This design comes from an exercise in tuning for small area on the open sky130 flow, not from production work. The RTL was checked by simulation tests, not by an equivalence proof against the original design. No driver is modelled on the clock port, so clock power and skew are understated where the tree is cut down; a real chip needs a root buffer or a tree. Power is estimated from default activity; no workload was simulated.

## i2c_slave
module i2c_slave(
 input                 i_sclk
,input                 i_rst_n
,input         [7:0]   i_device_addr
,output reg            o_wr_de
,output        [7:0]   o_wr_addr
,output        [7:0]   o_wr_data
,output reg            o_wr_done
,output        [8:0]   o_wr_length
,output        [7:0]   o_rd_addr
,input         [7:0]   i_rd_data
,output                o_rd_de
,input                 i_scl
,input                 i_sda
,output                o_sda
);
clock: 6.0 ns
lec_check: 0
cap_margin: 0
core_margin: 2
core_utilization: 60
place_density: 0.8
slew_margin: 0
standard.sh (not shown) runs the stock make flow with config.mk's settings and CLKGATE_MAP_FILE= SYNTH_SCRIPT=/design/flow/synth_recipe.tcl, a recipe that flattens the netlist after the stock synthesis.
==> flow/flow/run.sh <==
#!/bin/bash
# The standard layout (standard.sh's make command) with these changes:
#  * synthesis: synth_recipe.tcl with freduce and an area-oriented ABC script
#    (abc_area_mfs.script; should ABC fail on it, abc_area.script instead),
#    and adders left to ABC instead of being mapped to full/half-adder cells;
#  * port buffers use the smallest buffer cell instead of the default pick;
#  * a lighter clock tree: the clock port drives MCTS_K buffers, each placed
#    at the centre of the cluster of flip-flops it clocks (flow/mcts_hook.tcl).
set -euo pipefail
here=$(pwd)
sed "s#SYNTH_SCRIPT=[^ ]*#SYNTH_SCRIPT=$here/flow/my_synth.tcl ADDER_MAP_FILE=#" standard.sh > my_standard.sh
grep -q "SYNTH_SCRIPT=$here/flow/my_synth.tcl" my_standard.sh
export FLOW_SYNTH_TCL=$here/synth_recipe.tcl
export BUFFER_PORTS_ARGS="-buffer_cell sky130_fd_sc_hd__buf_1"
export PRE_CTS_TCL=$here/flow/mcts_hook.tcl
export MCTS_CLK=i_sclk MCTS_K=3 MCTS_BUF=sky130_fd_sc_hd__buf_12
if ! MY_ABC_SCRIPT=$here/flow/abc_area_mfs.script bash my_standard.sh synth > orfs_synth_try1.log 2>&1; then
  rm -rf orfs
  MY_ABC_SCRIPT=$here/flow/abc_area.script bash my_standard.sh synth > orfs_synth_try2.log 2>&1
fi
bash my_standard.sh > orfs_flow.log 2>&1
Other scripts of this flow, unchanged in this note and not shown: flow/flow/abc_area.script, flow/flow/abc_area_mfs.script, flow/flow/mcts.tcl, flow/flow/mcts_hook.tcl, flow/flow/my_synth.tcl
Next try:
--- a/flow/design.v
+++ b/flow/design.v
@@ -103,16 +103,17 @@
 reg  [7:0]   r_shift;
 reg  [7:0]   r_rd_addr;
 reg  [8:0]   r_wr_length;
 reg          r_wr_first;
 reg          r_bus_wr_rd;
 reg  [10:0]  r_ph_cnt;
 reg  [9:0]   r_scl_low;
 reg  [9:0]   r_scl_high;
+reg          r_scl_high_vld;
 reg          r_sda_en;
 reg          r_idle_pre;
 reg          r_idle_en;
 assign o_sda       = ro_sda;
 assign o_rd_addr   = r_rd_addr;
 assign o_wr_data   = r_shift;
 assign o_wr_length = r_wr_length;
 wire [7:0] w_wr_ofs = r_wr_first ? 8'd0 : r_wr_length[7:0];
@@ -211,23 +212,27 @@
 always @(posedge i_sclk) begin
 	if(w_low_meas && w_scl_pos)
 		r_scl_low <= r_ph_cnt[9:0];
 end
 always @(posedge i_sclk) begin
 	r_sda_en <= (~r_scl[3] || r_scl_pos_d) && (r_ph_cnt == {2'b0, r_scl_low[9:1]});
 end
 always @(posedge i_sclk) begin
+	if(w_hi_meas)
+		r_scl_high <= w_ph_inc[9:0];
+end
+always @(posedge i_sclk) begin
 	if(w_ns_idle)
-		r_scl_high <= 10'd0;
+		r_scl_high_vld <= 1'b0;
 	else if(w_hi_meas)
-		r_scl_high <= w_ph_inc[9:0];
-end
-always @(posedge i_sclk) begin
-	r_idle_pre <= r_scl[3] && ~r_scl_pos_d && (r_scl_high != 10'd0) && ~w_ns_idle && ~w_hi_meas &&
+		r_scl_high_vld <= 1'b1;
+end
+always @(posedge i_sclk) begin
+	r_idle_pre <= r_scl[3] && ~r_scl_pos_d && r_scl_high_vld && ~w_ns_idle && ~w_hi_meas &&
 	              f_ge11(w_ph_inc, f_x125(r_scl_high));
 	r_idle_en  <= r_idle_pre;
 end
 always @(posedge i_sclk or negedge i_rst_n) begin
 	if(~i_rst_n)
 		r_cs <= S_IDLE;
 	else if(r_idle_en)
 		r_cs <= S_IDLE;
What happened: The new run completed with no timing, DRC or antenna violations. Via count falls by 3.5%. Utilization shrinks by 0.25 points. Die area grows by 0.58%. Clock skew falls by 7.9 ps. Total power rises by 5.6%.
No run of this note takes its clock network from TritonCTS; it comes from the design's own scripts or RTL.

==> separate check: timing with driven ports <==
The flow's constraints put no driver on any port. The routed layouts listed below were extracted and timed again, unchanged, in two steps. Step 1 assumes that a clkbuf_16 drives the clock port and a buf_2 every other input. Step 2 moves the port delays by t, midway between the first and last clock arrival at a register: inputs arrive t later, outputs are due t later. That takes back most of the time a late clock gives input paths. Three values: no drivers, after step 1, after step 2; two values: the first two.
run | t (ns) | setup slack, ns | worst setup path after step 2 | clock arrival spread, ns | slew at the worst register clock pin (ns)
the first run | 0.198 | 1.291 / 1.225 / 1.423 | register to output | 0.031 / 0.030 | 0.12 / 0.12
the second run | 0.199 | 1.223 / 1.157 / 1.355 | register to output | 0.021 / 0.021 | 0.11 / 0.11
After both steps every run listed still meets setup and hold.
